Background: an optimization exercise with open tools, aiming at small area. Do not read the settings as production practice. The RTL was checked by simulation tests, not by an equivalence proof against the original design. No driver is modelled on the clock port, so clock power and skew are understated where the tree is cut down; a real chip needs a root buffer or a tree. Power figures rest on the tool's default switching activity, not on a simulated workload.

==> flow/design.v (excerpt) <==
module LIT
#(
parameter LIT_IN = 9,
parameter LIT_OUT = 16
)
(
input [LIT_IN - 1 : 0] LIT_in,
input clk,
input rst,
output [LIT_OUT - 1: 0] LIT_out
);
reg [8:0] x_r;
always@(posedge clk or posedge rst)begin
    if(rst) x_r <= 9'd0;
    else x_r <= LIT_in;
end
  wire new_n26, new_n27, new_n28, new_n29, new_n30, new_n31, new_n32,
    new_n33, new_n35, new_n36, new_n37, new_n38, new_n39, new_n40, new_n41,
    new_n42, new_n43, new_n44, new_n46, new_n47, new_n48, new_n49, new_n50,
    new_n51, new_n52, new_n53, new_n54, new_n56, new_n57, new_n58, new_n59,
    new_n60, new_n61, new_n62, new_n63, new_n64, new_n65, new_n66, new_n67,
    new_n68, new_n69, new_n70, new_n71, new_n72, new_n73, new_n74, new_n75,
    new_n76, new_n77, new_n78, new_n79, new_n80, new_n81, new_n82, new_n83,
    new_n84, new_n85, new_n86, new_n87, new_n88, new_n89, new_n90, new_n91,
    new_n92, new_n93, new_n94, new_n95, new_n96, new_n98, new_n99,
    new_n100, new_n101, new_n102, new_n103, new_n104, new_n105, new_n106,
    new_n107, new_n108, new_n109, new_n110, new_n111, new_n112, new_n113,
    new_n114, new_n115, new_n116, new_n117, new_n118, new_n119, new_n120,
    new_n121, new_n122, new_n123, new_n124, new_n125, new_n126, new_n127,
    new_n128, new_n129, new_n130, new_n131, new_n132, new_n133, new_n134,
    new_n135, new_n136, new_n137, new_n138, new_n139, new_n140, new_n141,
    new_n142, new_n143, new_n144, new_n145, new_n146, new_n147, new_n148,
    new_n149, new_n150, new_n151, new_n152, new_n153, new_n154, new_n155,
    new_n156, new_n157, new_n158, new_n159, new_n160, new_n161, new_n162,
    new_n163, new_n164, new_n165, new_n166, new_n167, new_n168, new_n169,
    new_n170, new_n171, new_n172, new_n173, new_n174, new_n175, new_n176,
    new_n177, new_n178, new_n179, new_n180, new_n181, new_n182, new_n183,
    new_n184, new_n185, new_n186, new_n187, new_n188, new_n189, new_n190,
    new_n191, new_n192, new_n193, new_n195, new_n196, new_n197, new_n198,
    new_n199, new_n200, new_n201, new_n202, new_n203, new_n204, new_n205,
    new_n206, new_n207, new_n208, new_n209, new_n210, new_n211, new_n212,
    new_n213, new_n214, new_n215, new_n216, new_n217, new_n218, new_n219,
    new_n220, new_n221, new_n222, new_n223, new_n225, new_n226, new_n227,
    new_n228, new_n229, new_n230, new_n231, new_n232, new_n233, new_n234,
  ...
export LEC_CHECK = 0
export CAP_MARGIN = 20
export CORE_MARGIN = 2
export CORE_UTILIZATION = 40
export GPL_TIMING_DRIVEN = 0
export SLEW_MARGIN = 20
create_clock -name core_clock -period 11.0 [get_ports {clk}]
standard.sh (not shown) runs the stock make flow with config.mk's settings and CLKGATE_MAP_FILE= SYNTH_SCRIPT=/design/flow/synth_recipe.tcl, a recipe that flattens the netlist after the stock synthesis.
==> flow/flow/run.sh <==
#!/bin/bash
# Own layout flow: the standard layout (standard.sh) with these changes:
#  - synthesis maps with flow/abc.script (area-only amap, no delay-driven
#    buffering/upsizing), skips yosys's quick abc pass and ORFS's adder
#    extraction; the flip-flops come out exactly as in the standard synthesis;
#  - the logic that drives LIT_out in the synthesized netlist is then replaced
#    by flow/rom.v, a premapped cell netlist of the same and-inverter graph as
#    rtl/LIT.v (flow/subst.py; the flip-flops and their reset inverter stay);
#  - port buffers are buf_1; the clock tree is built with clkbuf_2 without
#    dummy loads and then reduced to a single clkbuf_4 (flow/post_cts.tcl).
# Each tool's output goes to a log file of its own in the work folder.
set -euo pipefail
W=$(pwd)
F=$W/flow
{
  printf 'proc abc {args} {\n'
  printf '  set i [lsearch -exact $args -script]\n'
  printf '  if {$i >= 0} { set args [lreplace $args [expr {$i + 1}] [expr {$i + 1}] %s] }\n' "$F/abc.script"
  printf '  yosys abc {*}$args\n'
  printf '}\n'
  sed -e 's/yosys synth -nofsm -noshare /yosys synth -nofsm -noshare -noabc /' "$W/synth_recipe.tcl"
} > "$W/own_synth.tcl"
CTS='-sink_clustering_enable -repair_clock_nets -root_buf sky130_fd_sc_hd__clkbuf_2 -tree_buf sky130_fd_sc_hd__clkbuf_2 -buf_list sky130_fd_sc_hd__clkbuf_2 -dont_use_dummy_load'
sed -e "s#SYNTH_SCRIPT=[^ ]*#SYNTH_SCRIPT=$W/own_synth.tcl ADDER_MAP_FILE= 'BUFFER_PORTS_ARGS=-buffer_cell sky130_fd_sc_hd__buf_1' 'CTS_ARGS=$CTS' POST_CTS_TCL=$F/post_cts.tcl#" \
  "$W/standard.sh" > "$W/own_standard.sh"
grep -q "SYNTH_SCRIPT=$W/own_synth.tcl" "$W/own_standard.sh"
grep -q -- "-noshare -noabc" "$W/own_synth.tcl"
bash "$W/own_standard.sh" synth > "$W/own_flow_synth.log" 2>&1
RES=$(ls -d "$W"/orfs/results/*/LIT/base)
cp "$RES/1_2_yosys.v" "$W/synth_before_subst.v"
if python3 "$F/subst.py" "$RES/1_2_yosys.v" "$F/rom.v" > "$W/own_flow_subst.log" 2>&1; then
  rm -f "$RES/1_synth.odb" "$RES/1_synth.sdc"
else
  cp "$W/synth_before_subst.v" "$RES/1_2_yosys.v"
fi
bash "$W/own_standard.sh" finish > "$W/own_flow_make.log" 2>&1
test -f "$W/out/final.def"
==> flow/flow/post_cts.tcl <==
# Sourced by ORFS's cts.tcl after clock tree synthesis (POST_CTS_TCL).
# With only 9 flip-flops the tree is one root buffer and two leaf buffers. The
# leaf buffers are removed and the root buffer, resized to clkbuf_4, drives all
# flip-flop clock pins itself: one buffer between the clock port and every
# register, so all registers' clocks arrive together.
set block [ord::get_db_block]
set clk_net [$block findNet clk]
set root ""
foreach it [$clk_net getITerms] {
  set inst [$it getInst]
  if { [string match "sky130_fd_sc_hd__clkbuf_*" [[$inst getMaster] getName]] } { set root $inst }
}
if { $root eq "" } { error "post_cts: no root clock buffer on net clk" }
set root_net [[$root findITerm X] getNet]
set leaves {}
foreach it [$root_net getITerms] {
  set inst [$it getInst]
  if { $inst ne $root && [string match "sky130_fd_sc_hd__clkbuf_*" [[$inst getMaster] getName]] } {
    lappend leaves $inst
  }
}
foreach leaf $leaves {
  set out_net [[$leaf findITerm X] getNet]
  foreach it [$out_net getITerms] {
    if { [$it getInst] ne $leaf } {
      $it disconnect
      $it connect $root_net
    }
  }
  odb::dbInst_destroy $leaf
  odb::dbNet_destroy $out_net
}
replace_cell [$root getName] sky130_fd_sc_hd__clkbuf_4
detailed_placement
puts "post_cts: removed [llength $leaves] leaf clock buffers, root [$root getName] is clkbuf_4"
Other scripts of this flow, unchanged in this note and not shown: flow/flow/abc.script, flow/flow/rom.v, flow/flow/subst.py
The starting point finished with timing, DRC and antenna clean.
==> next run, changes <==
--- a/flow/flow/run.sh
+++ b/flow/flow/run.sh
@@ -9,2 +9 @@
-#  - port buffers are buf_1; the clock tree is built with clkbuf_2 without
-#    dummy loads and then reduced to a single clkbuf_4 (flow/post_cts.tcl).
+#  - port buffers are buf_1, the clock tree uses clkbuf_2 without dummy loads.
@@ -24 +23 @@
-sed -e "s#SYNTH_SCRIPT=[^ ]*#SYNTH_SCRIPT=$W/own_synth.tcl ADDER_MAP_FILE= 'BUFFER_PORTS_ARGS=-buffer_cell sky130_fd_sc_hd__buf_1' 'CTS_ARGS=$CTS' POST_CTS_TCL=$F/post_cts.tcl#" \
+sed -e "s#SYNTH_SCRIPT=[^ ]*#SYNTH_SCRIPT=$W/own_synth.tcl ADDER_MAP_FILE= 'BUFFER_PORTS_ARGS=-buffer_cell sky130_fd_sc_hd__buf_1' 'CTS_ARGS=$CTS'#" \
removed: flow/flow/post_cts.tcl
After rerunning:
- power went up by 3.9%
- sequential share of layout area is about the same
- synthesized area does not change
- final area went up by 0.42%
- worst setup slack loses 0.12 ns
- maximum frequency went down by 1.2%
- synthesized cell count is unchanged
- first-iteration DRC count went up by 2.4%
- wire length went up by 1.5%
- hold slack loses 0.084 ns
- via count went up by 0.92%

==> static timing again, ports no longer ideal <==
How much do the figures lean on ideal ports? The routed layouts below were timed once more, with nothing changed but the port constraints. Step 1, drivers: a clkbuf_16 drives clk and a buf_2 each remaining input, both assumed. Step 2 times the ports against the registers' clock, not the clock port: input delays grow and output delays shrink by t, the midpoint of the rising clock arrivals with the driver on. Three values: no drivers, after step 1, after step 2; two values: the first two.
run | shift t [ns] | setup slack, ns | slew at the worst register clock pin (ns) | worst slew at a driven data input, ns
the first run | 0.163 | 1.605 / 1.590 / 1.753 | 0.08 / 0.08 | 0.03
the second run | 0.235 | 1.487 / 1.472 / 1.708 | 0.08 / 0.08 | 0.03
After both steps setup and hold are still met in every run listed.
